What follows belongs to an exercise in optimizing a design on an open flow for small area; a production flow would make more cautious choices. In this exercise RTL edits were held to simulation tests only and were not proved equivalent to the original. No activity file was given, so power comes from the tool's default toggle rates.

`flow/run.sh`:
```
#!/bin/bash
# synth_recipe.tcl (not shown) runs the flow's synth.tcl, then flattens the netlist and writes it again
# the make line also repeats each setting of config.mk as NAME=value (left out here)
make -C /OpenROAD-flow-scripts/flow DESIGN_CONFIG=/design/flow/config.mk WORK_HOME=/design/flow/orfs CLKGATE_MAP_FILE= SYNTH_SCRIPT=/design/flow/synth_recipe.tcl finish
```
`flow/config.mk`:
```
export PLATFORM = sky130hd
export DESIGN_NAME = Uart8_Matrix10
export DESIGN_NICKNAME = Uart8_Matrix10
export VERILOG_FILES = /design/flow/design.v
export SDC_FILE = /design/flow/constraint.sdc
export NUM_CORES = 4
export LEC_CHECK = 0
export CAP_MARGIN = 20
export CORE_MARGIN = 2
export CORE_UTILIZATION = 45
export PLACE_DENSITY = 0.6
export SLEW_MARGIN = 20
```
`flow/constraint.sdc`:
```
create_clock -name core_clock -period 12.0 [get_ports {clk}]
set_input_delay 2.4000 -clock core_clock [delete_from_list [all_inputs] [get_ports {clk}]]
set_output_delay 2.4000 -clock core_clock [all_outputs]
set_load 0.01 [all_outputs]
```
`flow/design.v`:
```
`timescale 1ns / 1ps
`timescale 1ns / 1ps
module Uart8Receiver (
    input  wire       clk,
    input  wire       rst,
    input  wire       tick,
    input  wire       in,
    output reg  [7:0] data,
    output reg        done,
    output reg        busy,
    output reg        err
);
    localparam [1:0] IDLE = 2'd0;
    localparam [1:0] DATA_BITS = 2'd1;
    localparam [1:0] STOP_BIT = 2'd2;
    reg [1:0] state;
    reg [2:0] inputSw;
    reg [6:0] cnt;    
    wire sampledBit = (inputSw[2] & inputSw[1]) |
                      (inputSw[1] & inputSw[0]) |
                      (inputSw[2] & inputSw[0]);
    always @(posedge clk) begin
        if (rst) begin
            state <= IDLE;
            inputSw <= 3'b111;
            done <= 1'b0;
            busy <= 1'b0;
            err <= 1'b0;
        end else if (tick) begin
            inputSw <= {inputSw[1:0], in};
            done <= 1'b0;
            case (state)
                IDLE: begin
                    if (!sampledBit) begin
                        if (cnt[2:0] == 3'd7) begin
                            state <= DATA_BITS;
                            busy <= 1'b1;
                            cnt <= 7'd0;
                        end else begin
                            cnt <= cnt + 7'd1;
                        end
                    end else begin
                        cnt <= 7'd0;
                    end
                end
                DATA_BITS: begin
                    if (cnt[3:0] == 4'hF)
                        data <= {sampledBit, data[7:1]};
                    if (cnt == 7'h7F)
                        state <= STOP_BIT;
                    cnt <= cnt + 7'd1;
                end
                default: begin  
                    if (cnt[3:0] == 4'hF) begin
                        state <= IDLE;
                        if (sampledBit) begin
                            done <= 1'b1;
                            busy <= 1'b0;
                        end else begin
                            err <= 1'b1;
                        end
                    end
                    cnt <= cnt + 7'd1;
                end
            endcase
        end
    end
endmodule
`timescale 1ns / 1ps
`timescale 1ns / 1ps
module Uart8_Matrix10 (
    input wire clk,
    input wire rst,
    input wire rx,
    input wire rxEn,
    output wire [7:0] out,
    output wire rxDone,
    output wire rxBusy,
    output wire rxErr,
    output wire tx,
    input wire txEn,
    output wire txDone,
    output wire txBusy,
    output reg [7:0] led
);
    localparam [2:0] RX_A = 3'd0, RX_B = 3'd1, WAIT = 3'd2, SUM = 3'd3, TX = 3'd4;
    reg [6:0] bc;
    always @(posedge clk) begin
        if (rst) bc <= 7'd0;
        else bc <= bc + 7'd1;
    end
    wire rxTick = (bc[2:0] == 3'd3);
    wire bitEnd = (bc == 7'd127);
    wire [7:0] rxData;
    Uart8Receiver rxInst (
        .clk(clk),
        .rst(rst),
        .tick(rxTick),
        .in(rx),
        .data(rxData),
        .done(rxDone),
        .busy(rxBusy),
        .err(rxErr)
    );
    wire rxRise = rxDone & (bc[2:0] == 3'd4);
    assign out = rxRise ? rxData : led;
    always @(posedge clk) begin
        if (rst) led <= 8'd0;
        else if (rxRise) led <= rxData;
    end
    reg [3:0] m, k;
    reg [2:0] ph;
    wire revEnd = (m == 4'd9) & (k == 4'd9);
    always @(posedge clk) begin
        if (rst) begin
            m <= 4'd0;
            k <= 4'd0;
            ph <= 3'd0;
        end else begin
        if (k == 4'd9) begin
            k <= 4'd0;
            m <= (m == 4'd9) ? 4'd0 : m + 4'd1;
        end else begin
            k <= k + 4'd1;
        end
        if (revEnd) ph <= ph + 3'd1;
        end
    end
    reg [2:0] st;
    reg pend;             
    reg [3:0] hi, lo;     
    reg [3:0] tbit;       
    reg [7:0] acc;
    wire wrA = (st == RX_A) & pend & (m == hi) & (k == lo);
    wire wrB = (st == RX_B) & pend & (m == lo) & (k == hi) & (ph == 3'd7);
    reg [799:0] ringA;
    reg [799:0] ringB;
    always @(posedge clk) begin
        ringA <= {wrA ? led : ringA[7:0], ringA[799:8]};
        ringB <= {wrB ? led : {ringB[6:0], ringB[7]}, ringB[799:8]};
    end
    wire [3:0] dd = lo - hi;
    wire wrap = lo < hi;
    wire [3:0] d = wrap ? dd + 4'd10 : dd;
    reg bbit;
    always @(*) begin
        case (d)
            4'd0: bbit = ringB[7];
            4'd1: bbit = ringB[87];
            4'd2: bbit = ringB[167];
            4'd3: bbit = ringB[247];
            4'd4: bbit = ringB[327];
            4'd5: bbit = ringB[407];
            4'd6: bbit = ringB[487];
            4'd7: bbit = ringB[567];
            4'd8: bbit = ringB[647];
            default: bbit = ringB[727];
        endcase
    end
    wire [2:0] pp = ph + {2'd0, wrap};    
    wire [7:0] term = ringA[7:0] & {8{bbit}};
    wire [7:0] base = (k != 4'd0) ? acc : (pp == 3'd0) ? 8'd0 : {acc[6:0], 1'b0};
    wire lastElem = (hi == 4'd9) & (lo == 4'd9);
    always @(posedge clk) begin
        if (rst) begin
            st <= RX_A;
            pend <= 1'b0;
            hi <= 4'd0;
            lo <= 4'd0;
        end else begin
            if (rxRise) pend <= 1'b1;
            case (st)
                RX_A, RX_B: begin
                    if (wrA | wrB) begin
                        pend <= 1'b0;
                        if (lo == 4'd9) begin
                            lo <= 4'd0;
                            hi <= (hi == 4'd9) ? 4'd0 : hi + 4'd1;
                        end else begin
                            lo <= lo + 4'd1;
                        end
                        if (lastElem) st <= st + 3'd1;
                    end
                end
                WAIT: begin
                    if (revEnd & (pp == 3'd7)) st <= SUM;
                end
                SUM: begin
                    if (m == hi) acc <= base + term;
                    if (revEnd & (pp == 3'd7)) begin
                        st <= TX;
                        tbit <= 4'd15;
                    end
                end
                default: begin  
                    if (bitEnd) begin
                        tbit <= tbit + 4'd1;
                        if (tbit != 4'd0 && tbit != 4'd15) acc <= {1'b0, acc[7:1]};
                        if (tbit == 4'd9) begin
                            if (lo == 4'd9) begin
                                lo <= 4'd0;
                                hi <= (hi == 4'd9) ? 4'd0 : hi + 4'd1;
                            end else begin
                                lo <= lo + 4'd1;
                            end
                            st <= lastElem ? RX_A : WAIT;
                        end
                    end
                end
            endcase
        end
    end
    assign txBusy = (st == TX) & (tbit != 4'd9);
    assign txDone = (st == TX) & (tbit == 4'd9);
    assign tx = (st != TX) | (tbit == 4'd9) | (tbit == 4'd15) | ((tbit != 4'd0) & acc[0]);
endmodule
```
==> out/qor.yml, run 1 <==
postRouteAntennaNets: 0
rows: 104
worstHoldStart: "ringA[740]$_DFF_P_"
finalSetupViolCount: 0
end_kind: "flop"
status: "finished clean"
detailed_place_hpwl_um: 22500
critPathKind: "flop to flop"
startpoint_type: "flop"
clock.fmax_mhz: 185
routabilityCongestion: 0.805
pin_count: 27
reg2reg_from: "lo[0]$_SDFFE_PP0P_"
dieWidth_um: 290
synth.distinct_cells: 70
period_minus_slack_ns: 5.41
core_area_mm2: 0.0808
drtPass1Iterations: 5
power-per-cell-area_mw_per_mm2: 239
via_per_inst: 4.09
synth_edf_count: 27
cts_buffers: 147
hold_path_class: "flop to flop"
p_leak_nw: 17.4
area_growth_syn_to_layout_pct: 17.7
syn_inst: 2105
cts_tree: "done"
htree_num_levels: 4
portBuffers: 24
min_to: "ringA[732]$_DFF_P_"
yosys_warnings: 2
synth-seq-cells: 1673
wl_per_cell_um: 12.8
gr-total-overflow: 0
insertion_delay_ns: 0.71
seq_area_frac_synth_pct: 91.7
ff2ff_setup_slack_ns: 6.59
hold_viol_final: 0
fin_crit_sh_pct: 45.1
grtUsageTotal_pct: 10.8
initial_core_util_pct: 45.6
clkTransAtPathRegs_ns: 0.06
cts_buffer_depth: 3
final_common_cell: "dfxtp_1"
first_global_vias: 14700
mostFrequentLayoutCells: "dfxtp_1 (1646), clkbuf_16 (150), nor2_1 (54), ha_1 (32)"
vias: 14000
hold_buffers: 0
dieHeight_um: 290
cap_violations: 0
cp.arrival_ns: 5.87
r2r_cells: 19
post-route-util_pct: 53.7
layout-drive-gt1-share_pct: 12.0
clkSinkCount: 1673
num-nets-final: 2297
worstPathMaxFanout: 10
instances_no_fill: 3433
postCtsSetupBuffers: 0
whs_ns: 0.297
dieArea_mm2: 0.0842
ctsResizeCount: 0
syn_area_mm2: 0.0368
cts_root_buffer: "clkbuf_16"
dp.cells: 3169
drtIter0Drc: 611
grt_pass1_wl_um: 74100
slew_headroom_pct: 43.6
worstHoldPathCells: 0
worstMarginPinSlew_ns: 0.846
syn_nets: 2144
setup-tns-final_ns: 0
cp.required_ns: 12.46
final.setup_skew_ns: 0.0392
slew_viol_final: 0
peakVddDrop_mv: 0.143
rsz0062_at_grt: "no"
async_reset_ff_share_pct: 0
drc: 0
synth-main-ff-cell: "dfxtp_1"
grt_max_degree: 53
wirelength_um: 43900
syn_area_per_cell_um2: 17.5
r2r_end: "acc[7]$_SDFFCE_PP0P_"
antenna_found_initial: 2
[how the worst max path moves through the flow]
| stage | cells past startpoint | slack, ns | startpoint | end |
|---|---|---|---|---|
| after detailed placement | 19 | 6.72 | lo[0]$_SDFFE_PP0P_ | acc[7]$_SDFFCE_PP0P_ |
| after global routing | 19 | 6.33 | lo[0]$_SDFFE_PP0P_ | acc[7]$_SDFFCE_PP0P_ |
| after CTS | 19 | 6.69 | lo[0]$_SDFFE_PP0P_ | acc[7]$_SDFFCE_PP0P_ |
| after global placement | 19 | 6.93 | lo[0]$_SDFFE_PP0P_ | acc[7]$_SDFFCE_PP0P_ |
| final | 19 | 6.59 | lo[0]$_SDFFE_PP0P_ | acc[7]$_SDFFCE_PP0P_ |
| after floorplan | 22 | 7.27 | lo[1]$_SDFFE_PP0P_ | acc[6]$_DFFE_PP_ |
[cells in the mapped netlist, types with 5 or more instances]
library cell / number / share of area, %
a21oi_1: 31 / 0.42
a22o_1: 6 / 0.14
clkbuf_1: 13 / 0.13
dfxtp_1: 1646 / 89
edfxtp_1: 27 / 2.2
ha_1: 32 / 1.1
inv_1: 28 / 0.29
mux2_2: 31 / 0.95
mux2i_1: 6 / 0.16
nand2_1: 29 / 0.30
nand2b_1: 11 / 0.19
nand3_1: 13 / 0.18
nor2_1: 54 / 0.55
nor2b_1: 24 / 0.41
nor3_1: 14 / 0.19
nor4_1: 5 / 0.085
o21ai_0: 9 / 0.12
xnor2_1: 15 / 0.36
xor2_1: 26 / 0.62
[report_power, final]
part / switching, W / internal, W
Clock: 0.00195 / 0.00281
Combinational: 0.0000145 / 0.00000982
Sequential: 0.00000311 / 0.00557
Total: 0.00197 / 0.00839
[state kept, by name, summed over array words and instances (netlist names), 7 cells and up]
signal	flops
ringA	800
ringB	800
acc	8
led	8
rxInst.data	8
bc	7
rxInst.cnt	7
[critical path, cell delays in order (launching register included)]
cell,delay [ns]
dfxtp_1,0.51
inv_1,0.09
ha_1,0.22
fa_1,0.70
inv_2,0.17
ha_1,0.32
a21oi_1,0.05
a221o_1,0.42
nor4_1,0.43
nor4_2,0.14
mux2i_4,0.30
nor2b_1,0.10
ha_1,0.30
a21o_1,0.18
a21oi_1,0.25
o21ai_0,0.17
o41ai_1,0.38
xor2_1,0.24
nand2b_1,0.13
mux2i_1,0.08
[per-layer routing]
layer / track usage, % / part of all wire (%)
met5: 0 / 0
met3: 3.26 / 4.8
met2: 15.0 / 40
met1: 15.2 / 52
met4: 5.86 / 3.7
[logic make-up (layout without fill, tap and decap cells)]
family | Yosys count | count (layout) | share of synthesized area, %
flops | 1673 | 1673 | 91.7
mux | 38 | 38 | 1.17
compound gates | 80 | 80 | 1.48
fa+ha+maj | 35 | 35 | 1.22
buf+inv | 50 | 317 | 0.601
xor+xnor | 42 | 42 | 1.04
simple gates | 187 | 187 | 2.82
other cells | 0 | 1 | 0
[metrics by stage]
| stage | setup slack, ns | instance area, um2 | total power (W) |
|---|---|---|---|
| after floorplan | 7.27 | 36800 | 0.00571 |
| after global placement | 6.93 | 38300 | 0.00572 |
| after detailed placement | 6.72 | 38300 | 0.00572 |
| after CTS | 6.69 | 43400 | 0.0105 |
| after global routing | 6.33 | 43400 | 0.0107 |
| final | 6.59 | 43400 | 0.0104 |
[layout make-up]
| cell class | count | area, um2 |
|---|---|---|
| Fill cell | 6197 | 37400 |
| Multi-Input combinational cell | 382 | 2850 |
| Clock buffer | 207 | 4230 |
| Clock inverter | 56 | 837 |
| Tap cell | 1060 | 1330 |
| Sequential cell | 1673 | 33800 |
| Antenna cell | 1 | 2.50 |
| Timing Repair Buffer | 25 | 243 |
| Inverter | 29 | 109 |
==> run 2, diff against run 1 <==
==> flow/flow/run.sh (new file) <==
#!/bin/bash
# Standard layout, with a clock tree of clkbuf_8 buffers driving clusters of
# up to 16 registers and no dummy loads (the default tree uses clkbuf_16 on
# clusters of about five registers and pads it with dummy loads).
set -euo pipefail
export CTS_ARGS="-sink_clustering_enable -repair_clock_nets -dont_use_dummy_load -buf_list sky130_fd_sc_hd__clkbuf_8 -sink_clustering_size 16 -sink_clustering_max_diameter 80 -sink_buffer_max_cap_derate 1.0"
bash standard.sh > standard.log 2>&1
==> flow/standard.sh (new file) <==
#!/bin/bash
# synth_recipe.tcl (not shown) runs the flow's synth.tcl, then flattens the netlist and writes it again
# the make line also repeats each setting of config.mk as NAME=value (left out here)
make -C /OpenROAD-flow-scripts/flow DESIGN_CONFIG=/design/flow/config.mk WORK_HOME=/design/flow/orfs CLKGATE_MAP_FILE= SYNTH_SCRIPT=/design/flow/synth_recipe.tcl "${@:-finish}"
removed: flow/run.sh
==> run 2 against run 1 <==
Compared with the run above:
- non-clock buffer count unchanged
- flip-flop and latch count unchanged
- critical path depth unchanged
- worst setup slack better by 0.011 ns
- die area unchanged
- routed wire length down 5.5%
- final cell count down 4.3%
- fmax up 0.21%
- clock skew up 0.025 ns
- clock-buffer cell count down 93
- register-to-register slack about the same
- sequential share of layout area up 6.8 points
- largest power group unchanged
- highest routed layer unchanged
==> out/qor.yml, run 2 <==
dp_slack_ns: 6.72
initial_core_util_pct: 45.6
mostFrequentLayoutCells: "dfxtp_1 (1646), clkbuf_8 (114), nor2_1 (54), ha_1 (32)"
postCtsSetupBuffers: 0
first_global_vias: 14000
clkPwrFrac_pct: 29.4
end_kind: "flop"
dieArea_mm2: 0.0842
startpoint_type: "flop"
via_per_inst: 4.13
slew_viol_final: 0
rsz0062_at_grt: "no"
worstMarginPinSlew_ns: 0.843
synth.top_cell.area_share_pct: 89.5
vias: 13600
reg.largest.list: "ringA (800), ringB (800)"
setup-tns-final_ns: 0
cts_root_buffer: "clkbuf_8"
min_to: "ringA[779]$_DFF_P_"
switching_power_w: 0.00150
layout-drive-gt1-share_pct: 7.51
crit_chain: "inv_1, ha_1, fa_1, inv_2, ha_1, a21oi_1, a221o_1, nor4_1, nor4_2, mux2i_4, nor2b_1, ha_1, a21o_1, a21oi_1, o21ai_0, o41ai_1, xor2_1, nand2b_1, mux2i_1"
drc: 0
fin_crit_sh_pct: 45.0
synth.distinct_cells: 70
num-nets-final: 2264
cts_buffer_depth: 3
synth_edf_count: 27
antenna_found_initial: 3
yosysMostFrequentCell: "dfxtp_1"
r2r_end: "acc[7]$_SDFFCE_PP0P_"
clock.fmax_mhz: 185
ctsResizeCount: 0
async_reset_ff_share_pct: 0
slew_headroom_pct: 43.8
detailed_place_hpwl_um: 22500
worstHoldStart: "ringA[787]$_DFF_P_"
status: "finished clean"
comb_power_share_pct: 0.3
wirelength_um: 41500
cts_buffers: 114
crit_path_frequent_cell: "ha_1"
routabilityCongestion: 0.805
insertion_delay_ns: 0.72
seq_area_frac_synth_pct: 91.7
syn_nets: 2144
drtPass1Iterations: 4
hold_buffers: 0
hold_path_class: "flop to flop"
p_int_w: 0.00642
critPathKind: "flop to flop"
synth_common_cells: "dfxtp_1 (1646), nor2_1 (54), ha_1 (32)"
portBuffers: 24
crit_slowest_cell: "fa_1"
r2r_cells: 19
grt_max_degree: 53
cp.required_ns: 12.42
clkSinkCount: 1673
worstHoldPathCells: 0
p_leak_nw: 15.7
synth_top_area_cell: "dfxtp_1"
cp.arrival_ns: 5.82
cap_violations: 0
cts_tree: "done"
synth-seq-cells: 1673
syn_inst: 2105
seqPwrFrac_pct: 70.3
grtUsageTotal_pct: 10.1
syn_area_mm2: 0.0368
swShare_pct: 18.9
power-per-cell-area_mw_per_mm2: 199
clkTransAtPathRegs_ns: 0.10
core_area_mm2: 0.0808
gr-total-overflow: 0
finalSetupViolCount: 0
place_area_mm2: 0.0383
hold_viol_final: 0
grt_pass1_wl_um: 70000
htree_num_levels: 3
layout_setup_ws_ns: 6.60
fin_area_mm2: 0.0399
area_growth_syn_to_layout_pct: 8.24
drtIter0Drc: 551
peakVddDrop_mv: 0.102
synth-main-ff-cell: "dfxtp_1"
yosys_warnings: 2
postRouteAntennaNets: 0
dieWidth_um: 290
final_common_cell: "dfxtp_1"
ff2ff_setup_slack_ns: 6.60
period_minus_slack_ns: 5.40
pin_count: 27
wl_per_cell_um: 12.6
synth.top_cells.by_area: "dfxtp_1 (89%), edfxtp_1 (2.2%), ha_1 (1.1%)"
syn_area_per_cell_um2: 17.5
rows: 104
dieHeight_um: 290
reg2reg_from: "lo[0]$_SDFFE_PP0P_"
max_stage_delay_ns: 0.69
final.setup_skew_ns: 0.0644
worstPathMaxFanout: 10
## run 2: cell types whose count changed in the layout (fill, tap and decap cells not counted), moves of 7 or more
cell and change:
clkinvlp_4 -7, clkbuf_16 -150, clkinv_2 -21, bufinv_16 -15, clkbuf_8 +88, clkbuf_1 -31
## run 2: through the flow
stage               power (W)  cells  hold slack, ns  utilization, %
floorplan             0.00571   2105           0.310               -
global placement      0.00572   3169           0.310            47.4
detailed placement    0.00572   3169           0.312            47.4
CTS                   0.00804   3283           0.281            49.3
global route          0.00824   3284           0.287            49.3
finish                0.00791   3285           0.285            49.3
## run 2: per-layer routing
metal	share of wire (%)	vias up	wire, um	global-route usage, %
met2	39	187	16100	13.9
met3	4.2	98	1760	2.40
met1	54	6457	22200	14.8
met4	3.3	0	1370	4.93
met5	0	-	0	0
li1	-	6831	-	-
## run 2: final cells by class
cell class	instances	area [um2]
inverter	29	109
clock buffer	114	1570
timing repair buffer	25	243
sequential	1673	33800
antenna	2	5.00
tap	1060	1330
fill	6566	40900
multi-input combinational	382	2850
## run 2: critical path, delay by kind of cell, from the launching register on
kind / cells / cell delay, ns
XOR/XNOR: 1 / 0.24
AO/OA/AOI/OAI: 6 / 1.45
multiplexers: 2 / 0.38
flip-flops: 1 / 0.53
buffers and inverters: 2 / 0.26
AND/OR/NAND/NOR: 4 / 0.78
adder cells (fa/ha/maj): 4 / 1.54
## run 2: power groups by stage
stage / clock (W) / combinational [W] / sequential, W
2_1_floorplan: 0 / 0.0000198 / 0.00569
3_3_place_gp: 0 / 0.0000226 / 0.00569
3_5_place_dp: 0 / 0.0000242 / 0.00570
4_1_cts: 0.00245 / 0.0000243 / 0.00556
5_1_grt: 0.00265 / 0.0000272 / 0.00557
6_report: 0.00233 / 0.0000242 / 0.00556
## run 2: kinds of logic after synthesis
family	count (synthesis)	synth area share [%]
buf+inv	50	0.601
simple gates	187	2.82
xor+xnor	42	1.04
compound gates	80	1.48
mux	38	1.17
fa+ha+maj	35	1.22
flops	1673	91.7
## run 2: worst max path at each step
stage | start | end | slack (ns)
final | lo[0]$_SDFFE_PP0P_ | acc[7]$_SDFFCE_PP0P_ | 6.60
after global routing | lo[0]$_SDFFE_PP0P_ | acc[7]$_SDFFCE_PP0P_ | 6.33
after CTS | lo[0]$_SDFFE_PP0P_ | acc[7]$_SDFFCE_PP0P_ | 6.67
after detailed placement | lo[0]$_SDFFE_PP0P_ | acc[7]$_SDFFCE_PP0P_ | 6.72
after global placement | lo[0]$_SDFFE_PP0P_ | acc[7]$_SDFFCE_PP0P_ | 6.93
after floorplan | lo[1]$_SDFFE_PP0P_ | acc[6]$_DFFE_PP_ | 7.27
==> run 3, diff against run 2 <==
--- a/flow/config.mk
+++ b/flow/config.mk
@@ -7,6 +7,6 @@
 export LEC_CHECK = 0
 export CAP_MARGIN = 20
 export CORE_MARGIN = 2
-export CORE_UTILIZATION = 45
-export PLACE_DENSITY = 0.6
+export CORE_UTILIZATION = 65
+export PLACE_DENSITY = 0.75
 export SLEW_MARGIN = 20
==> run 3 against run 2 <==
Compared with the run above:
- flip-flop and latch count is the same
- non-clock buffer count grew 1
- first-iteration DRC count grew 17%
- clock-buffer cell count grew 1
- largest power group unchanged
- utilization grew 21 points
==> out/qor.yml, run 3 <==
cp.arrival_ns: 5.74
num-nets-final: 2266
async_reset_ff_share_pct: 0
hold_buffers: 0
ctsResizeCount: 0
fin_area_mm2: 0.0395
detailed_place_hpwl_um: 23300
synth_top_area_cell: "dfxtp_1"
syn_nets: 2144
clock.fmax_mhz: 187
synth-main-ff-cell: "dfxtp_1"
worstPathMaxFanout: 10
cp.required_ns: 12.38
vias: 13500
pin_count: 27
dieArea_mm2: 0.0586
syn_area_mm2: 0.0368
cts_tree: "done"
synth_edf_count: 27
synth.top_cells.by_area: "dfxtp_1 (89%), edfxtp_1 (2.2%), ha_1 (1.1%)"
hold_viol_final: 0
first_global_vias: 14000
gr-total-overflow: 0
power-per-cell-area_mw_per_mm2: 200
grt_pass1_wl_um: 70600
worstHoldStart: "ringB[524]$_DFF_P_"
synth_fa_ha_area_share_pct: 1.22
layout-drive-gt1-share_pct: 7.55
portBuffers: 24
drtIter0Drc: 646
peakVddDrop_mv: 0.147
drtPass1Iterations: 4
insertion_delay_ns: 0.70
synthSimpleGateAreaFrac_pct: 2.82
synth.top_cell.area_share_pct: 89.5
startpoint_type: "flop"
dieWidth_um: 242
antenna_found_initial: 0
period_minus_slack_ns: 5.36
drc: 0
regArea_mm2: 0.0338
grt_max_degree: 53
rsz0062_at_grt: "no"
yosys.area_share.xor_xnor_pct: 1.04
grtUsageTotal_pct: 14.9
initial_core_util_pct: 65.6
area_growth_syn_to_layout_pct: 7.25
via_per_inst: 4.51
finalSetupViolCount: 0
reg.largest.list: "ringA (800), ringB (800)"
worstMarginPinSlew_ns: 0.839
slew_viol_final: 0
yosysMostFrequentCell: "dfxtp_1"
slew_headroom_pct: 44.1
p_total_w: 0.00791
postRouteAntennaNets: 0
routabilityCongestion: 0.785
mostFrequentLayoutCells: "dfxtp_1 (1646), clkbuf_8 (115), nor2_1 (54), ha_1 (32)"
clkSinkCount: 1673
final.setup_skew_ns: 0.0662
crit_path_start: "lo[0]$_SDFFE_PP0P_"
wl_per_cell_um: 14.1
seq_area_frac_synth_pct: 91.7
synthMuxAreaShare_pct: 1.17
synth_common_cells: "dfxtp_1 (1646), nor2_1 (54), ha_1 (32)"
synth-compound-area-share_pct: 1.48
place_area_mm2: 0.0379
fin_crit_sh_pct: 44.6
synth.distinct_cells: 70
postCtsSetupBuffers: 0
dieHeight_um: 242
final_common_cell: "dfxtp_1"
htree_num_levels: 3
setup-tns-final_ns: 0
syn_area_per_cell_um2: 17.5
synth-seq-cells: 1673
status: "finished clean"
multi_input_area_mm2: 0.00285
wirelength_um: 42000
syn_inst: 2105
cts_root_buffer: "clkbuf_8"
synth_top_family_by_area: "simple AND/OR/NAND/NOR gates"
hold_path_class: "flop to flop"
end_kind: "flop"
critPathKind: "flop to flop"
reg2reg_from: "lo[0]$_SDFFE_PP0P_"
clkTransAtPathRegs_ns: 0.09
p_leak_nw: 15.7
yosys_warnings: 2
cts_buffers: 115
core_area_mm2: 0.0562
fillCellCount: 3465
cap_violations: 0
rows: 87
cts_buffer_depth: 3
[run 3: cell types whose count changed in the layout (fill, tap and decap cells not counted), sizes merged]
cell | before | now
buf | 2 | 3
clkbuf | 114 | 115
diode | 2 | 1
[run 3: final cells by class]
cell class	count	area share [%]
inverters	29	0.276
diodes	1	0.00633
well taps	756	2.39
clock buffers	115	4.01
repair buffers	26	0.633
multi-input cells	382	7.21
flip-flops and latches	1673	85.5
[run 3: worst paths after layout]
path / endpoint / slack [ns] / cells after the start
max: acc[7]$_SDFFCE_PP0P_ / 6.64 / 19
min: ringB[516]$_DFF_P_ / 0.27 / 0
max reg2reg: acc[7]$_SDFFCE_PP0P_ / 6.64 / 19
min reg2reg: ringB[516]$_DFF_P_ / 0.27 / 0
[run 3: where the power goes]
part           switching (W)  leakage, nW   total, W  internal [W]
Clock                0.00147        0.827    0.00233      0.000857
Sequential        0.00000320         13.5    0.00556       0.00556
Combinational      0.0000139         1.40  0.0000237    0.00000978
Total                0.00149         15.7    0.00791       0.00643
[run 3: cell families after synthesis]
kind of cell	after synthesis
mux	38
compound gates	80
fa+ha+maj	35
xor+xnor	42
simple gates	187
buf+inv	50
flops	1673
[run 3: routing by layer]
layer | share of wire, % | track usage (%) | vias up
li1 | - | - | 6833
met1 | 51 | 22.0 | 6337
met2 | 42 | 21.2 | 185
met3 | 4.0 | 3.80 | 102
met4 | 2.9 | 6.10 | 0
met5 | 0 | 0 | -
[run 3: metrics by stage]
stage	worst slack (ns)	util, %	hold slack [ns]	cells
2_1_floorplan	7.27	-	0.310	2105
3_3_place_gp	6.92	67.5	0.310	2866
3_5_place_dp	6.79	67.5	0.312	2866
4_1_cts	6.70	70.3	0.275	2981
5_1_grt	6.25	70.3	0.268	2981
6_report	6.64	70.3	0.273	2982
[run 3: critical path, stage by stage, from the launching register on]
cell and delay, ns:
dfxtp_1 0.58, inv_1 0.08, ha_1 0.22, fa_1 0.70, inv_2 0.16, ha_1 0.31, a21oi_1 0.04, a221o_1 0.42
nor4_1 0.37, nor4_2 0.12, mux2i_4 0.29, nor2b_1 0.09, ha_1 0.29, a21o_1 0.18, a21oi_1 0.23, o21ai_0 0.18
o41ai_1 0.36, xor2_1 0.21, nand2b_1 0.12, mux2i_1 0.08
==> run 4, diff against run 3 <==
==> flow/flow/run.sh (replaced) <==
#!/bin/bash
# Standard layout with a leaner clock tree: fewer, larger sink clusters
# and no dummy loads.
set -euo pipefail
export CTS_ARGS="-sink_clustering_enable -repair_clock_nets -dont_use_dummy_load -buf_list sky130_fd_sc_hd__clkbuf_8 -sink_clustering_size 22 -sink_clustering_max_diameter 60 -sink_buffer_max_cap_derate 1.0"
bash standard.sh > standard.log 2>&1
--- a/flow/config.mk
+++ b/flow/config.mk
@@ -5,6 +5,7 @@
 export SDC_FILE = /design/flow/constraint.sdc
 export NUM_CORES = 4
 export LEC_CHECK = 0
+export ABC_AREA = 1
 export CAP_MARGIN = 20
 export CORE_MARGIN = 2
 export CORE_UTILIZATION = 65
==> run 4 against run 3 <==
Compared with the run above:
- worst setup slack worse by 0.015 ns
- worst hold slack better by 0.0070 ns
- via count up 4.1%
- sequential power about the same
- non-clock buffer count up 1
- critical path type is now flop to output pin
- fmax down 0.28%
- still clean on timing, DRC and antenna
- highest routed layer unchanged
==> out/qor.yml, run 4 <==
pin_count: 27
final.setup_skew_ns: 0.0839
critPathKind: "flop to output pin"
postCtsSetupBuffers: 0
startpoint_type: "flop"
final_common_cell: "dfxtp_1"
async_reset_ff_share_pct: 0
routabilityCongestion: 0.791
syn_inst: 2257
fin_area_mm2: 0.0392
p_leak_nw: 15.8
area_growth_syn_to_layout_pct: 6.41
dieArea_mm2: 0.0585
crit_chain: "inv_1, ha_1, nand3_1, inv_1, a21oi_1, clkdlybuf4s50_1"
ctsResizeCount: 0
dieHeight_um: 242
cp.arrival_ns: 2.97
place_area_mm2: 0.0379
layout-drive-gt1-share_pct: 5.01
rows: 87
p_int_w: 0.00624
htree_num_levels: 3
comb_power_share_pct: 0.4
power-per-cell-area_mw_per_mm2: 196
synth_edf_count: 27
slew_headroom_pct: 42.5
period_minus_slack_ns: 5.37
clock.fmax_mhz: 186
yosys_warnings: 2
grt_max_degree: 30
insertion_delay_ns: 0.71
syn_nets: 2296
layout_setup_ws_ns: 6.63
status: "finished clean"
cts_buffer_depth: 3
antenna_found_initial: 2
setup-tns-final_ns: 0
cap_violations: 0
max_stage_delay_ns: 0.58
clkSinkCount: 1673
switching_power_w: 0.00145
dp_slack_ns: 7.35
vias: 14000
dp.cells: 3025
drtPass1Iterations: 5
seqPwrFrac_pct: 72.4
cts_buffers: 88
cts_root_buffer: "clkbuf_8"
crit_slowest_cell: "clkdlybuf4s50_1"
rsz0062_at_grt: "no"
crit_path_frequent_cell: "inv_1"
peakVddDrop_mv: 0.157
wirelength_um: 43800
fin_crit_sh_pct: 44.8
reg.largest.list: "ringA (800), ringB (800)"
seq_area_frac_synth_pct: 91.8
syn_area_per_cell_um2: 16.3
slew_viol_final: 0
grtUsageTotal_pct: 15.6
first_global_vias: 14200
core_area_mm2: 0.0562
hold_buffers: 0
p_total_w: 0.00769
wl_per_cell_um: 14.1
worstPathMaxFanout: 16
end_kind: "output pin"
worstMarginPinSlew_ns: 0.859
synth_top_area_cell: "dfxtp_1"
mostFrequentLayoutCells: "dfxtp_1 (1646), nand2_1 (124), inv_1 (103), clkbuf_8 (88), nor2_1 (76)"
syn_area_mm2: 0.0368
yosysMostFrequentCell: "dfxtp_1"
synth-main-ff-cell: "dfxtp_1"
clkTransAtPathRegs_ns: 0.12
grt_pass1_wl_um: 72900
dieWidth_um: 242
drc: 0
postRouteAntennaNets: 0
synth.top_cell.area_share_pct: 89.5
instances_no_fill: 3115
detailed_place_hpwl_um: 25200
synth.distinct_cells: 43
via_per_inst: 4.50
cp.required_ns: 9.60
gr-total-overflow: 0
fillCellCount: 3634
synth_common_cells: "dfxtp_1 (1646), nand2_1 (124), inv_1 (103)"
hold_path_class: "flop to flop"
hold_viol_final: 0
swShare_pct: 18.8
cts_tree: "done"
drtIter0Drc: 740
num-nets-final: 2398
synth.top_cells.by_area: "dfxtp_1 (90%), edfxtp_1 (2.2%), nand2_1 (1.3%)"
synth-seq-cells: 1673
clkPwrFrac_pct: 27.2
initial_core_util_pct: 65.5
portBuffers: 24
finalSetupViolCount: 0
run 4: cell count changes after synthesis, moves of 9 or more:
| cell | previous run | this run |
|---|---|---|
| nand2_1 | 29 | 124 |
| inv_1 | 28 | 103 |
| o21ai_0 | 9 | 42 |
| mux2_2 | 31 | 0 |
| nor2b_1 | 24 | 0 |
| nor2_1 | 54 | 76 |
| nand3_1 | 13 | 34 |
| a21oi_1 | 31 | 44 |
| nand4_1 | 4 | 17 |
| xor2_1 | 26 | 13 |
| nand2b_1 | 11 | 1 |
| a211oi_1 | 1 | 10 |
| inv_2 | 1 | 10 |
run 4: final cells by class:
| class | count | area, um2 | share of cell area (%) |
|---|---|---|---|
| Sequential cell | 1673 | 33800 | 86.2 |
| Tap cell | 756 | 946 | 2.42 |
| Inverter | 113 | 424 | 1.08 |
| Multi-Input combinational cell | 456 | 2550 | 6.50 |
| Timing Repair Buffer | 27 | 263 | 0.671 |
| Antenna cell | 2 | 5.00 | 0.0128 |
| Clock buffer | 88 | 1210 | 3.09 |
run 4: layer usage:
layer,vias to the layer above,GRT usage [%],wire length (um)
li1,7158,-,-
met1,6527,23.5,22800
met2,218,22.4,18000
met3,100,3.32,1670
met4,0,5.57,1320
met5,-,0,0
run 4: critical path: cells and delay by family (launching register included):
kind            cells  cell delay, ns
buf+inv             3            1.04
simple gates        1            0.40
flops               1            0.38
compound gates      1            0.28
fa+ha+maj           1            0.19
run 4: path summary, 6_finish.rpt:
path	start	end	slack, ns	cells past startpoint
setup / recovery	bc[0]$_SDFF_PP0_	out[4]	6.63	6
setup reg to reg	lo[0]$_SDFFE_PP0P_	acc[6]$_DFFE_PP_	7.59	25
hold / removal	ringA[752]$_DFF_P_	ringA[744]$_DFF_P_	0.28	0
hold reg to reg	ringA[752]$_DFF_P_	ringA[744]$_DFF_P_	0.28	0
run 4: cell families after synthesis:
logic type | after synthesis | share of synthesized area [%]
flops | 1673 | 91.8
simple gates | 284 | 3.44
fa+ha+maj | 34 | 1.20
xor+xnor | 22 | 0.524
buf+inv | 128 | 1.33
compound gates | 116 | 1.76
run 4: through the flow:
step,hold WS [ns],utilization [%]
after floorplan,0.310,-
after global placement,0.310,67.5
after detailed placement,0.312,67.5
after CTS,0.277,69.7
after global routing,0.285,69.7
final,0.280,69.7
run 4: power by group through the flow:
stage | logic (W) | clock network (W) | registers (W)
6_report | 0.0000284 | 0.00209 | 0.00557
3_3_place_gp | 0.0000273 | 0 | 0.00569
5_1_grt | 0.0000327 | 0.00236 | 0.00557
4_1_cts | 0.0000285 | 0.00218 | 0.00557
2_1_floorplan | 0.0000221 | 0 | 0.00569
3_5_place_dp | 0.0000283 | 0 | 0.00570
==> run 5, diff against run 4 <==
--- a/flow/design.v
+++ b/flow/design.v
@@ -5,7 +5,8 @@
     input  wire       rst,
     input  wire       tick,
     input  wire       in,
-    output reg  [7:0] data,
+    output wire       shift,  
+    output wire       sbit,   
     output reg        done,
     output reg        busy,
     output reg        err
@@ -19,6 +20,8 @@
     wire sampledBit = (inputSw[2] & inputSw[1]) |
                       (inputSw[1] & inputSw[0]) |
                       (inputSw[2] & inputSw[0]);
+    assign shift = tick & (state == DATA_BITS) & (cnt[3:0] == 4'hF);
+    assign sbit = sampledBit;
     always @(posedge clk) begin
         if (rst) begin
             state <= IDLE;
@@ -44,8 +47,6 @@
                     end
                 end
                 DATA_BITS: begin
-                    if (cnt[3:0] == 4'hF)
-                        data <= {sampledBit, data[7:1]};
                     if (cnt == 7'h7F)
                         state <= STOP_BIT;
                     cnt <= cnt + 7'd1;
@@ -91,22 +92,24 @@
     end
     wire rxTick = (bc[2:0] == 3'd3);
     wire bitEnd = (bc == 7'd127);
-    wire [7:0] rxData;
+    wire rxShift, rxBit;
     Uart8Receiver rxInst (
         .clk(clk),
         .rst(rst),
         .tick(rxTick),
         .in(rx),
-        .data(rxData),
+        .shift(rxShift),
+        .sbit(rxBit),
         .done(rxDone),
         .busy(rxBusy),
         .err(rxErr)
     );
+    reg [7:0] acc;        
     wire rxRise = rxDone & (bc[2:0] == 3'd4);
-    assign out = rxRise ? rxData : led;
+    assign out = rxRise ? acc : led;
     always @(posedge clk) begin
         if (rst) led <= 8'd0;
-        else if (rxRise) led <= rxData;
+        else if (rxRise) led <= acc;
     end
     reg [3:0] m, k;
     reg [2:0] ph;
@@ -130,7 +133,6 @@
     reg pend;             
     reg [3:0] hi, lo;     
     reg [3:0] tbit;       
-    reg [7:0] acc;
     wire wrA = (st == RX_A) & pend & (m == hi) & (k == lo);
     wire wrB = (st == RX_B) & pend & (m == lo) & (k == hi) & (ph == 3'd7);
     reg [799:0] ringA;
@@ -169,6 +171,7 @@
             lo <= 4'd0;
         end else begin
             if (rxRise) pend <= 1'b1;
+            if (rxShift) acc <= {rxBit, acc[7:1]};
             case (st)
                 RX_A, RX_B: begin
                     if (wrA | wrB) begin
==> flow/flow/run.sh (replaced) <==
#!/bin/bash
# Standard layout, with a clock tree of clkbuf_8 buffers driving clusters of
# up to 16 registers and no dummy loads (the default tree uses clkbuf_16 on
# clusters of about five registers and pads it with dummy loads).
set -euo pipefail
export CTS_ARGS="-sink_clustering_enable -repair_clock_nets -dont_use_dummy_load -buf_list sky130_fd_sc_hd__clkbuf_8 -sink_clustering_size 16 -sink_clustering_max_diameter 80 -sink_buffer_max_cap_derate 1.0"
bash standard.sh > standard.log 2>&1
--- a/flow/config.mk
+++ b/flow/config.mk
@@ -8,6 +8,6 @@
 export ABC_AREA = 1
 export CAP_MARGIN = 20
 export CORE_MARGIN = 2
-export CORE_UTILIZATION = 65
-export PLACE_DENSITY = 0.75
+export CORE_UTILIZATION = 45
+export PLACE_DENSITY = 0.6
 export SLEW_MARGIN = 20
==> run 5 against run 4 <==
Compared with the run above:
- flip-flop and latch count down 8
- register-to-register slack worse by 0.27 ns
- design area up 1.5%
- critical path depth unchanged
- sequential share of layout area down 1.9 points
- non-clock buffer count down 2
- die area up 43%
- first-iteration DRC count down 9.6%
==> out/qor.yml, run 5 <==
status: "finished clean"
synth_top_area_cell: "dfxtp_1"
hold_viol_final: 0
ff2ff_setup_slack_ns: 7.32
routabilityCongestion: 0.780
initial_core_util_pct: 45.5
end_kind: "output pin"
yosysMostFrequentCell: "dfxtp_1"
area_growth_syn_to_layout_pct: 8.39
hold_path_class: "flop to flop"
final.setup_skew_ns: 0.0655
synth_common_cells: "dfxtp_1 (1646), inv_1 (102), nand2_1 (97)"
slew_headroom_pct: 32.1
synth.distinct_cells: 49
layout-drive-gt1-share_pct: 6.17
synth.top_cell.area_share_pct: 89.9
startpoint_type: "flop"
p_leak_nw: 15.9
grt_max_degree: 29
htree_num_levels: 3
dieHeight_um: 289
setup-tns-final_ns: 0
reg.largest.list: "ringA (800), ringB (800)"
worstMarginPinSlew_ns: 1.01
drc: 0
period_minus_slack_ns: 5.55
synth_edf_count: 19
insertion_delay_ns: 0.71
cp.required_ns: 9.60
seq_area_frac_synth_pct: 91.4
postRouteAntennaNets: 0
postCtsSetupBuffers: 0
vias: 14100
cp.arrival_ns: 3.15
antenna_found_initial: 2
synth-main-ff-cell: "dfxtp_1"
syn_area_per_cell_um2: 16.4
cts_tree: "done"
yosys_warnings: 2
power-per-cell-area_mw_per_mm2: 199
clkSinkCount: 1665
grt_pass1_wl_um: 72800
dieArea_mm2: 0.0838
ctsResizeCount: 0
cts_buffer_depth: 3
via_per_inst: 4.13
critPathKind: "flop to output pin"
cap_violations: 0
pin_count: 27
gr-total-overflow: 0
async_reset_ff_share_pct: 0
slew_viol_final: 0
wl_per_cell_um: 12.6
syn_inst: 2242
rows: 104
finalSetupViolCount: 0
rsz0062_at_grt: "no"
whs_ns: 0.279
syn_area_mm2: 0.0367
drtPass1Iterations: 5
cts_root_buffer: "clkbuf_8"
mostFrequentLayoutCells: "dfxtp_1 (1646), clkbuf_8 (114), inv_1 (101), nand2_1 (97), nor2_1 (69)"
hold_buffers: 0
detailed_place_hpwl_um: 24100
dieWidth_um: 289
synth.top_cells.by_area: "dfxtp_1 (90%), edfxtp_1 (1.6%), ha_1 (1.1%)"
peakVddDrop_mv: 0.122
clkTransAtPathRegs_ns: 0.09
clock.fmax_mhz: 180
cts_buffers: 114
fin_crit_sh_pct: 46.2
first_global_vias: 14300
num-nets-final: 2407
worstPathMaxFanout: 17
syn_nets: 2281
final_common_cell: "dfxtp_1"
portBuffers: 24
core_area_mm2: 0.0805
synth-seq-cells: 1665
p_total_w: 0.00791
drtIter0Drc: 669
wirelength_um: 43200
grtUsageTotal_pct: 10.8
==> run 5: final cells by class <==
class	instances	area, um2
Antenna cell	1	2.50
Clock buffer	114	1570
Fill cell	6585	40800
Inverter	112	420
Multi-Input combinational cell	450	2650
Sequential cell	1665	33500
Tap cell	1060	1330
Timing Repair Buffer	25	248
==> run 5: metal layers <==
layer | vias up | global-route usage [%] | share of wire [%]
met2 | 226 | 14.5 | 38
met3 | 106 | 2.46 | 4.8
li1 | 7192 | - | -
met4 | 0 | 4.87 | 2.9
met1 | 6622 | 16.4 | 54
met5 | - | 0 | 0
==> run 5: logic make-up after synthesis <==
family          share of synthesized area (%)
compound gates                           2.28
xor+xnor                                0.550
fa+ha+maj                                1.20
buf+inv                                  1.33
flops                                    91.4
simple gates                             3.19
==> run 5: critical path, cell delays in order, from the launching register on <==
cell and delay (ns):
dfxtp_1 0.37, inv_1 0.07, ha_1 0.19, nand3_1 0.42, clkinv_1 0.53, a21oi_1 0.31
clkdlybuf4s50_1 0.57
==> run 5: stage by stage <==
| stage | area [um2] | worst slack (ns) | utilization, % | instances |
|---|---|---|---|---|
| after floorplan | 36700 | 8.12 | - | 2242 |
| after global placement | 38200 | 7.23 | 47.4 | 3312 |
| after detailed placement | 38200 | 7.16 | 47.4 | 3312 |
| after CTS | 39700 | 6.39 | 49.3 | 3426 |
| after global routing | 39700 | 6.19 | 49.3 | 3427 |
| final | 39700 | 6.45 | 49.3 | 3427 |
==> run 5: worst paths after layout <==
| check | start | end | depth (start not counted) |
|---|---|---|---|
| worst min-delay path | ringB[645]$_DFF_P_ | ringB[637]$_DFF_P_ | 0 |
| worst max register to register | lo[0]$_SDFFE_PP0P_ | acc[7]$_DFFE_PN_ | 23 |
| worst min register to register | ringB[645]$_DFF_P_ | ringB[637]$_DFF_P_ | 0 |
| worst max-delay path | bc[0]$_SDFF_PP0_ | out[3] | 6 |
==> run 5: power breakdown <==
group | switching (W) | internal, W
combinational | 0.0000295 | 0.0000159
sequential | 0.00000451 | 0.00553
clock | 0.00147 | 0.000849
total | 0.00151 | 0.00640
==> run 6, diff against run 5 <==
--- a/flow/design.v
+++ b/flow/design.v
@@ -5,11 +5,14 @@
     input  wire       rst,
     input  wire       tick,
     input  wire       in,
+    input  wire       txRun,   
+    input  wire       txStep,  
     output wire       shift,  
     output wire       sbit,   
     output reg        done,
     output reg        busy,
-    output reg        err
+    output reg        err,
+    output wire [3:0] txBit   
 );
     localparam [1:0] IDLE = 2'd0;
     localparam [1:0] DATA_BITS = 2'd1;
@@ -22,6 +25,7 @@
                       (inputSw[2] & inputSw[0]);
     assign shift = tick & (state == DATA_BITS) & (cnt[3:0] == 4'hF);
     assign sbit = sampledBit;
+    assign txBit = cnt[3:0];
     always @(posedge clk) begin
         if (rst) begin
             state <= IDLE;
@@ -42,6 +46,8 @@
                         end else begin
                             cnt <= cnt + 7'd1;
                         end
+                    end else if (txRun) begin
+                        if (txStep) cnt <= cnt + 7'd1;
                     end else begin
                         cnt <= 7'd0;
                     end
@@ -91,13 +97,18 @@
         else bc <= bc + 7'd1;
     end
     wire rxTick = (bc[2:0] == 3'd3);
-    wire bitEnd = (bc == 7'd127);
+    wire bitEnd = (bc == 7'd123);    
     wire rxShift, rxBit;
+    wire [3:0] tbit;      
+    reg [2:0] st;
     Uart8Receiver rxInst (
         .clk(clk),
         .rst(rst),
         .tick(rxTick),
         .in(rx),
+        .txRun(st == TX),
+        .txStep(bc[6:3] == 4'hF),
+        .txBit(tbit),
         .shift(rxShift),
         .sbit(rxBit),
         .done(rxDone),
@@ -129,10 +140,8 @@
         if (revEnd) ph <= ph + 3'd1;
         end
     end
-    reg [2:0] st;
     reg pend;             
     reg [3:0] hi, lo;     
-    reg [3:0] tbit;       
     wire wrA = (st == RX_A) & pend & (m == hi) & (k == lo);
     wire wrB = (st == RX_B) & pend & (m == lo) & (k == hi) & (ph == 3'd7);
     reg [799:0] ringA;
@@ -161,7 +170,7 @@
     end
     wire [2:0] pp = ph + {2'd0, wrap};    
     wire [7:0] term = ringA[7:0] & {8{bbit}};
-    wire [7:0] base = (k != 4'd0) ? acc : (pp == 3'd0) ? 8'd0 : {acc[6:0], 1'b0};
+    wire [7:0] base = (k != 4'd0) ? acc : {acc[6:0], 1'b0};
     wire lastElem = (hi == 4'd9) & (lo == 4'd9);
     always @(posedge clk) begin
         if (rst) begin
@@ -190,16 +199,12 @@
                 end
                 SUM: begin
                     if (m == hi) acc <= base + term;
-                    if (revEnd & (pp == 3'd7)) begin
-                        st <= TX;
-                        tbit <= 4'd15;
-                    end
+                    if (revEnd & (pp == 3'd7)) st <= TX;
                 end
                 default: begin  
                     if (bitEnd) begin
-                        tbit <= tbit + 4'd1;
-                        if (tbit != 4'd0 && tbit != 4'd15) acc <= {1'b0, acc[7:1]};
-                        if (tbit == 4'd9) begin
+                        if (tbit >= 4'd2 && tbit <= 4'd9) acc <= {1'b0, acc[7:1]};
+                        if (tbit == 4'd10) begin
                             if (lo == 4'd9) begin
                                 lo <= 4'd0;
                                 hi <= (hi == 4'd9) ? 4'd0 : hi + 4'd1;
@@ -213,7 +218,7 @@
             endcase
         end
     end
-    assign txBusy = (st == TX) & (tbit != 4'd9);
-    assign txDone = (st == TX) & (tbit == 4'd9);
-    assign tx = (st != TX) | (tbit == 4'd9) | (tbit == 4'd15) | ((tbit != 4'd0) & acc[0]);
+    assign txBusy = (st == TX) & (tbit != 4'd10);
+    assign txDone = (st == TX) & (tbit == 4'd10);
+    assign tx = (st != TX) | (tbit == 4'd10) | (tbit == 4'd0) | ((tbit != 4'd1) & acc[0]);
 endmodule
==> flow/flow/run.sh (replaced) <==
#!/bin/bash
# Standard layout with a leaner clock tree: clkbuf_8 buffers on clusters of
# up to 16 registers and no dummy loads (the default tree uses clkbuf_16 on
# clusters of about five registers and pads it with dummy loads). Every port
# still gets its own buffer, a buf_1 instead of a clkdlybuf4s50_1.
set -euo pipefail
export CTS_ARGS="-sink_clustering_enable -repair_clock_nets -dont_use_dummy_load -buf_list sky130_fd_sc_hd__clkbuf_8 -sink_clustering_size 16 -sink_clustering_max_diameter 80 -sink_buffer_max_cap_derate 1.0"
export BUFFER_PORTS_ARGS="-buffer_cell sky130_fd_sc_hd__buf_1"
bash standard.sh > standard.log 2>&1
==> run 6 against run 5 <==
Compared with the run above:
- largest power group unchanged
- power is 0.43% lower
- clock power hardly changed
- critical endpoint is now out[1]
- largest cell class unchanged
- sequential power hardly changed
- clock-buffer cell count is 1 lower
- sequential share of layout area is 0.37 points higher
- routed wire length is 2.1% lower
==> out/qor.yml, run 6 <==
status: "finished clean"
syn_inst: 2247
drtPass1Iterations: 5
antenna_found_initial: 1
htree_num_levels: 3
hold_path_class: "flop to flop"
grt_pass1_wl_um: 72500
grtUsageTotal_pct: 10.6
yosysMostFrequentCell: "dfxtp_1"
async_reset_ff_share_pct: 0
clkTransAtPathRegs_ns: 0.09
cts_buffers: 113
seq_area_frac_synth_pct: 91.5
period_minus_slack_ns: 4.90
clkSinkCount: 1661
synth-seq-cells: 1661
postRouteAntennaNets: 0
instances_no_fill: 3436
detailed_place_hpwl_um: 23200
synth.distinct_cells: 48
vias: 14100
ctsResizeCount: 0
worstMarginPinSlew_ns: 1.03
setup-tns-final_ns: 0
via_per_inst: 4.12
first_global_vias: 14500
mostFrequentLayoutCells: "dfxtp_1 (1646), nand2_1 (127), clkbuf_8 (113), inv_1 (103), nor2_1 (76)"
core_area_mm2: 0.0804
end_kind: "output pin"
layout_setup_ws_ns: 7.10
p_leak_nw: 15.8
cap_violations: 0
cp.arrival_ns: 2.50
layout-drive-gt1-share_pct: 5.94
syn_area_per_cell_um2: 16.2
grt_max_degree: 32
cts_root_buffer: "clkbuf_8"
rows: 104
dieWidth_um: 289
wl_per_cell_um: 12.3
power-per-cell-area_mw_per_mm2: 200
reg.largest.list: "ringA (800), ringB (800)"
synth.top_cell.area_share_pct: 90.3
r2r_cells: 23
startpoint_type: "flop"
synth_top_area_cell: "dfxtp_1"
worstPathMaxFanout: 17
pin_count: 27
routabilityCongestion: 0.807
finalSetupViolCount: 0
postCtsSetupBuffers: 0
cp.required_ns: 9.60
slew_headroom_pct: 30.7
drc: 0
dp_slack_ns: 7.37
dieHeight_um: 289
area_growth_syn_to_layout_pct: 8.03
worstHoldPathCells: 0
cts_buffer_depth: 3
dieArea_mm2: 0.0834
peakVddDrop_mv: 0.0940
wirelength_um: 42300
synth.top_cells.by_area: "dfxtp_1 (90%), nand2_1 (1.3%), edfxtp_1 (1.2%)"
p_total_w: 0.00787
dp.cells: 3322
syn_area_mm2: 0.0365
syn_nets: 2287
synth-main-ff-cell: "dfxtp_1"
hold_viol_final: 0
num-nets-final: 2417
synth_edf_count: 15
gr-total-overflow: 0
initial_core_util_pct: 45.4
final.setup_skew_ns: 0.0793
fin_crit_sh_pct: 40.8
rsz0062_at_grt: "no"
hold_buffers: 0
final_common_cell: "dfxtp_1"
critPathKind: "flop to output pin"
yosys_warnings: 2
clock.fmax_mhz: 204
drtIter0Drc: 597
slew_viol_final: 0
insertion_delay_ns: 0.72
synth_common_cells: "dfxtp_1 (1646), nand2_1 (127), inv_1 (104)"
portBuffers: 24
cts_tree: "done"
==> run 6: area by class of cell <==
| cell class | count | area [um2] |
|---|---|---|
| fillers | 6760 | 41000 |
| flip-flops and latches | 1661 | 33400 |
| multi-input cells | 464 | 2620 |
| clock buffers | 113 | 1560 |
| well taps | 1060 | 1330 |
| inverters | 112 | 420 |
| repair buffers | 25 | 97.6 |
| diodes | 1 | 2.50 |
==> run 6: kinds of logic (layout without fill, tap and decap cells) <==
family | after synthesis | count (layout) | synth area share, %
AOI/OAI and AO/OA | 130 | 130 | 2.05
and+or+nand+nor | 287 | 287 | 3.59
DFF | 1661 | 1661 | 91.5
other | 0 | 1 | 0
adders and majority gates | 35 | 35 | 1.24
buffers and inverters | 122 | 250 | 1.29
xor gates and xnor gates | 12 | 12 | 0.288
==> run 6: final timing paths <==
check / from / to / slack [ns]
max reg2reg: lo[0]$_SDFFE_PP0P_ / acc[6]$_DFFE_PN_ / 7.34
min reg2reg: ringB[738]$_DFF_P_ / ringB[730]$_DFF_P_ / 0.26
min: ringB[738]$_DFF_P_ / ringB[730]$_DFF_P_ / 0.26
max: bc[0]$_SDFF_PP0_ / out[1] / 7.10
==> run 6: power breakdown <==
part | internal (W) | switching (W) | total, W
Clock | 0.000842 | 0.00147 | 0.00231
Combinational | 0.0000122 | 0.0000254 | 0.0000376
Sequential | 0.00552 | 0.00000455 | 0.00552
Total | 0.00637 | 0.00150 | 0.00787
==> run 6: per-stage QoR <==
stage	util (%)	area [um2]	hold slack (ns)
2_1_floorplan	-	36500	0.310
3_3_place_gp	47.1	37900	0.310
3_5_place_dp	47.1	37900	0.312
4_1_cts	49.0	39400	0.237
5_1_grt	49.0	39400	0.247
6_report	49.0	39400	0.256
==> run 6: routing by layer <==
metal  vias to the layer above  GRT usage, %  share of wire, %
li1                       7192             -                 -
met1                      6607          15.9                54
met2                       245          14.5                38
met3                        97          2.58               5.3
met4                         0          4.78               2.8
met5                         -             0                 0
==> run 6: critical path, stage by stage, from the launching register on <==
cell and delay, ns:
dfxtp_1 0.36, inv_1 0.06, ha_1 0.19, nand3_1 0.26
clkinv_1 0.46, a21oi_1 0.32, buf_1 0.19
==> run 7, diff against run 6 <==
--- a/flow/config.mk
+++ b/flow/config.mk
@@ -6,8 +6,8 @@
 export NUM_CORES = 4
 export LEC_CHECK = 0
 export ABC_AREA = 1
-export CAP_MARGIN = 20
+export CAP_MARGIN = 0
 export CORE_MARGIN = 2
 export CORE_UTILIZATION = 45
 export PLACE_DENSITY = 0.6
-export SLEW_MARGIN = 20
+export SLEW_MARGIN = 0
==> run 7 against run 6 <==
Compared with the run above:
- design area stayed put
- non-clock buffer count stayed put
- clock-buffer cell count did not move
- critical path depth is the same
- die area is the same
- worst setup slack about the same
- final cell count unchanged
- worst hold slack about the same
- routed wire length hardly changed
- utilization is the same
- largest power group unchanged
- highest routed layer unchanged
==> out/qor.yml, run 7 <==
status: "finished clean"
cts_buffer_depth: 3
max_stage_delay_ns: 0.46
cp_num_cells: 6
r2r_cells: 23
dp_slack_ns: 7.37
cts_buffers: 113
rsz0062_at_grt: "no"
fillCellCount: 6760
synth.top_cells.by_area: "dfxtp_1 (90%), nand2_1 (1.3%), edfxtp_1 (1.2%)"
syn_nets: 2287
crit_path_start: "bc[0]$_SDFF_PP0_"
vias: 14100
dieWidth_um: 289
dieArea_mm2: 0.0834
hold_buffers: 0
cap_violations: 0
yosys_warnings: 2
drtIter0Drc: 597
syn_inst: 2247
insertion_delay_ns: 0.72
syn_area_per_cell_um2: 16.2
ctsResizeCount: 0
synth_common_cells: "dfxtp_1 (1646), nand2_1 (127), inv_1 (104)"
synth.top_cell.area_share_pct: 90.3
yosysMostFrequentCell: "dfxtp_1"
p_leak_nw: 15.8
fin_crit_sh_pct: 40.8
initial_core_util_pct: 45.4
postRouteAntennaNets: 0
cp.arrival_ns: 2.50
crit_slowest_cell: "clkinv_1"
critPathKind: "flop to output pin"
drtPass1Iterations: 5
area_growth_syn_to_layout_pct: 8.03
crit_chain: "inv_1, ha_1, nand3_1, clkinv_1, a21oi_1, buf_1"
rows: 104
synth_top_area_cell: "dfxtp_1"
routabilityCongestion: 0.807
num-nets-final: 2417
detailed_place_hpwl_um: 23200
cts_root_buffer: "clkbuf_8"
peakVddDrop_mv: 0.0940
reg2reg_from: "lo[0]$_SDFFE_PP0P_"
core_area_mm2: 0.0804
postCtsSetupBuffers: 0
ff2ff_setup_slack_ns: 7.34
hold_path_class: "flop to flop"
layout-drive-gt1-share_pct: 5.89
synth-main-ff-cell: "dfxtp_1"
final_common_cell: "dfxtp_1"
period_minus_slack_ns: 4.90
layout_setup_ws_ns: 7.10
synth.distinct_cells: 48
path_delay_family: "buffers and inverters"
startpoint_type: "flop"
cts_tree: "done"
cp.required_ns: 9.60
r2r_end: "acc[6]$_DFFE_PN_"
setup-tns-final_ns: 0
grt_max_degree: 32
async_reset_ff_share_pct: 0
syn_area_mm2: 0.0365
clkSinkCount: 1661
wl_per_cell_um: 12.3
slew_headroom_pct: 23.5
hold_viol_final: 0
p_total_w: 0.00787
seq_area_frac_synth_pct: 91.5
dieHeight_um: 289
via_per_inst: 4.12
slew_viol_final: 0
gr-total-overflow: 0
antenna_found_initial: 1
clkTransAtPathRegs_ns: 0.09
clock.fmax_mhz: 204
worstMarginPinSlew_ns: 1.15
grtUsageTotal_pct: 10.6
power-per-cell-area_mw_per_mm2: 200
portBuffers: 24
wirelength_um: 42300
drc: 0
first_global_vias: 14500
synth_edf_count: 15
final.setup_skew_ns: 0.0791
worstPathMaxFanout: 17
synth-seq-cells: 1661
mostFrequentLayoutCells: "dfxtp_1 (1646), nand2_1 (127), clkbuf_8 (113), inv_1 (104), nor2_1 (76)"
grt_pass1_wl_um: 72500
pin_count: 27
finalSetupViolCount: 0
setup.worst_path.end: "out[1]"
reg.largest.list: "ringA (800), ringB (800)"
path_buf_inv: 3
end_kind: "output pin"
htree_num_levels: 3
## run 7: cell counts after synthesis
Identical to the previous run, type by type.
## run 7: report_power, final
part	leakage, nW	switching, W	total [W]	internal [W]
Sequential	13.4	0.00000455	0.00552	0.00552
Combinational	1.57	0.0000254	0.0000376	0.0000122
Clock	0.812	0.00147	0.00231	0.000842
## run 7: stage by stage
stage	area [um2]	util, %	instances	hold WS, ns
6_report	39400	49.0	3436	0.256
5_1_grt	39400	49.0	3436	0.247
4_1_cts	39400	49.0	3435	0.237
3_5_place_dp	37900	47.1	3322	0.312
3_3_place_gp	37900	47.1	3322	0.310
2_1_floorplan	36500	-	2247	0.310
## run 7: routing by layer
metal  track usage (%)  share of wire [%]  vias up
li1                  -                  -     7192
met1              15.9                 54     6606
met2              14.5                 38      247
met3              2.58                5.3       97
met4              4.78                2.8        0
met5                 0                  0        -
## run 7: area by class of cell
cell class / count / area [um2] / share of cell area [%]
flip-flops and latches: 1661 / 33400 / 84.7
multi-input cells: 464 / 2620 / 6.63
clock buffers: 113 / 1560 / 3.95
well taps: 1060 / 1330 / 3.36
inverters: 112 / 420 / 1.07
repair buffers: 25 / 97.6 / 0.248
diodes: 1 / 2.50 / 0.00635
## run 7: cell families after synthesis
kind of cell,Yosys count,share of synthesized area (%)
DFF,1661,91.5
and+or+nand+nor,287,3.59
AOI/OAI and AO/OA,130,2.05
buffers and inverters,122,1.29
adders and majority gates,35,1.24
xor gates and xnor gates,12,0.288
## run 7: worst min-delay path by stage
stage	end	cells past startpoint	slack (ns)	from
CTS	ringB[730]$_DFF_P_	0	0.24	ringB[738]$_DFF_P_
finish	ringB[730]$_DFF_P_	0	0.26	ringB[738]$_DFF_P_
global placement	ringB[706]$_DFF_P_	0	0.31	ringB[714]$_DFF_P_
detailed placement	ringA[116]$_DFF_P_	0	0.31	ringA[124]$_DFF_P_
global route	ringA[32]$_DFF_P_	0	0.25	ringA[40]$_DFF_P_
floorplan	ringA[0]$_DFF_P_	0	0.31	ringA[8]$_DFF_P_
## run 7: worst register-to-register path, delay by kind of cell, from the launching register on
family | cells | cell delay [ns]
buf+inv | 4 | 0.52
flops | 1 | 0.40
xor+xnor | 1 | 0.12
simple gates | 7 | 0.65
compound gates | 6 | 1.05
fa+ha+maj | 5 | 1.68
==> run 8, diff against run 7 <==
==> flow/flow/run.sh (replaced) <==
#!/bin/bash
# Standard layout, with a clock tree of clkbuf_8 buffers driving clusters of
# up to 16 registers and no dummy loads (the default tree uses clkbuf_16 on
# clusters of about five registers and pads it with dummy loads).
set -euo pipefail
export CTS_ARGS="-sink_clustering_enable -repair_clock_nets -dont_use_dummy_load -buf_list sky130_fd_sc_hd__clkbuf_8 -sink_clustering_size 16 -sink_clustering_max_diameter 80 -sink_buffer_max_cap_derate 1.0"
bash standard.sh > standard.log 2>&1
--- a/flow/config.mk
+++ b/flow/config.mk
@@ -6,8 +6,8 @@
 export NUM_CORES = 4
 export LEC_CHECK = 0
 export ABC_AREA = 1
-export CAP_MARGIN = 0
+export CAP_MARGIN = 20
 export CORE_MARGIN = 2
 export CORE_UTILIZATION = 45
 export PLACE_DENSITY = 0.6
-export SLEW_MARGIN = 0
+export SLEW_MARGIN = 20
==> run 8 against run 7 <==
Compared with the run above:
- routed wire length increased by 0.52%
- sequential power about the same
- clock power is essentially flat
- worst setup slack got worse by 0.47 ns
- via count down 0.25%
- largest power group unchanged
- global-route usage grew 0.057 points
- fmax fell by 8.7%
==> out/qor.yml, run 8 <==
dieHeight_um: 289
synth-main-ff-cell: "dfxtp_1"
clock.fmax_mhz: 186
rows: 104
detailed_place_hpwl_um: 23400
postRouteAntennaNets: 0
synth.top_cell.area_share_pct: 90.3
gr-total-overflow: 0
ff2ff_setup_slack_ns: 7.36
path_delay_family: "buffers and inverters"
synth.top_cells.by_area: "dfxtp_1 (90%), nand2_1 (1.3%), edfxtp_1 (1.2%)"
wl_per_cell_um: 12.4
grt_pass1_wl_um: 72900
instances_no_fill: 3438
swShare_pct: 19.1
worstPathMaxFanout: 17
dp_slack_ns: 7.29
layout-drive-gt1-share_pct: 5.97
yosys_warnings: 2
hold_viol_final: 0
slew_headroom_pct: 31.1
comb_power_share_pct: 0.5
slew_viol_final: 0
r2r_end: "acc[6]$_DFFE_PN_"
min_to: "ringB[598]$_DFF_P_"
fin_area_mm2: 0.0396
drtPass1Iterations: 5
hold_buffers: 0
dieArea_mm2: 0.0834
yosysMostFrequentCell: "dfxtp_1"
critPathKind: "flop to output pin"
grtUsageTotal_pct: 10.7
crit_path_start: "bc[0]$_SDFF_PP0_"
ctsResizeCount: 0
switching_power_w: 0.00150
clkSinkCount: 1661
clkPwrFrac_pct: 29.4
synth.distinct_cells: 48
first_global_vias: 14700
reg2reg_from: "lo[0]$_SDFFE_PP0P_"
fin_crit_sh_pct: 44.7
layout_setup_ws_ns: 6.63
status: "finished clean"
drc: 0
r2r_cells: 23
crit_chain: "inv_1, ha_1, nand3_1, clkinv_1, a21oi_1, clkdlybuf4s50_1"
hold_path_class: "flop to flop"
cts_root_buffer: "clkbuf_8"
final.setup_skew_ns: 0.0566
core_area_mm2: 0.0804
cts_tree: "done"
startpoint_type: "flop"
dieWidth_um: 289
syn_inst: 2247
peakVddDrop_mv: 0.0972
seqPwrFrac_pct: 70.0
rsz0062_at_grt: "no"
period_minus_slack_ns: 5.37
wirelength_um: 42500
synth-seq-cells: 1661
antenna_found_initial: 1
insertion_delay_ns: 0.71
cts_buffer_depth: 3
post-route-util_pct: 49.3
grt_max_degree: 32
synth_top_area_cell: "dfxtp_1"
finalSetupViolCount: 0
reg.largest.list: "ringA (800), ringB (800)"
mostFrequentLayoutCells: "dfxtp_1 (1646), nand2_1 (127), clkbuf_8 (114), inv_1 (103), nor2_1 (76)"
area_growth_syn_to_layout_pct: 8.56
synth_common_cells: "dfxtp_1 (1646), nand2_1 (127), inv_1 (104)"
htree_num_levels: 3
routabilityCongestion: 0.766
seq_area_frac_synth_pct: 91.5
syn_area_per_cell_um2: 16.2
pin_count: 27
drtIter0Drc: 720
end_kind: "output pin"
cp.arrival_ns: 2.97
p_int_w: 0.00638
num-nets-final: 2419
vias: 14100
postCtsSetupBuffers: 0
cts_buffers: 114
syn_area_mm2: 0.0365
power-per-cell-area_mw_per_mm2: 199
setup-tns-final_ns: 0
async_reset_ff_share_pct: 0
clkTransAtPathRegs_ns: 0.09
cp.required_ns: 9.60
crit_slowest_cell: "clkdlybuf4s50_1"
final_common_cell: "dfxtp_1"
path_buf_inv: 3
worstMarginPinSlew_ns: 1.03
portBuffers: 24
place_area_mm2: 0.0380
cap_violations: 0
dp.cells: 3322
fillCellCount: 6749
worstHoldPathCells: 0
initial_core_util_pct: 45.4
syn_nets: 2287
synth_edf_count: 15
max_stage_delay_ns: 0.59
worstHoldStart: "ringB[606]$_DFF_P_"
via_per_inst: 4.10
p_leak_nw: 15.8
run 8: cell count changes in the layout (fill, tap and decap cells not counted):
cell / change
inv_1: -1
buf_1: -24
buf_16: +1
clkinv_1: +1
clkbuf_8: +1
clkdlybuf4s50_1: +24
run 8: logic make-up after synthesis:
| family | count (synthesis) | share of synthesized area (%) |
|---|---|---|
| AOI/OAI and AO/OA | 130 | 2.05 |
| xor gates and xnor gates | 12 | 0.288 |
| adders and majority gates | 35 | 1.24 |
| buffers and inverters | 122 | 1.29 |
| DFF | 1661 | 91.5 |
| and+or+nand+nor | 287 | 3.59 |
run 8: worst max-delay path by stage:
stage	to	slack [ns]	depth (start not counted)
after CTS	out[1]	6.51	6
after floorplan	acc[6]$_DFFE_PN_	8.07	23
after global routing	out[1]	6.35	6
after detailed placement	out[1]	7.29	6
final	out[1]	6.63	6
after global placement	out[1]	7.35	6
run 8: area by class of cell:
| class | instances | area [um2] | area share [%] |
|---|---|---|---|
| multi-input cells | 464 | 2620 | 6.60 |
| inverters | 112 | 420 | 1.06 |
| clock buffers | 114 | 1570 | 3.96 |
| well taps | 1060 | 1330 | 3.35 |
| diodes | 1 | 2.50 | 0.00632 |
| flip-flops and latches | 1661 | 33400 | 84.3 |
| repair buffers | 26 | 275 | 0.695 |
run 8: metal layers:
layer  vias to the layer above  track usage (%)  part of all wire, %
met4                         0             4.25                  2.4
met5                         -                0                    0
met1                      6596             16.0                   54
met2                       221             14.6                   38
li1                       7203                -                    -
met3                        86             2.87                  5.3
run 8: worst reg2reg max path: cells and delay by family, from the launching register on:
family | cells | cell delay [ns]
flops | 1 | 0.41
compound gates | 6 | 1.01
fa+ha+maj | 5 | 1.69
buf+inv | 3 | 0.48
xor+xnor | 1 | 0.11
simple gates | 8 | 0.71
run 8: metrics by stage:
step	hold slack [ns]	total power [W]
finish	0.297	0.00788
global route	0.298	0.00822
CTS	0.297	0.00802
detailed placement	0.312	0.00569
global placement	0.310	0.00569
floorplan	0.310	0.00568
run 8: power groups by stage:
| stage | combinational [W] | clock (W) | sequential, W |
|---|---|---|---|
| 2_1_floorplan | 0.0000280 | 0 | 0.00565 |
| 4_1_cts | 0.0000390 | 0.00245 | 0.00552 |
| 3_3_place_gp | 0.0000380 | 0 | 0.00565 |
| 5_1_grt | 0.0000460 | 0.00265 | 0.00553 |
| 3_5_place_dp | 0.0000387 | 0 | 0.00565 |
| 6_report | 0.0000400 | 0.00232 | 0.00552 |

Check on run 8: ideal ports give 6.634 ns setup slack; a clkbuf_16 on the clock port and buf_2 on the inputs give 6.575 ns; moving port delays by the midpoint clock arrival (0.746 ns) as well gives 7.321 ns.
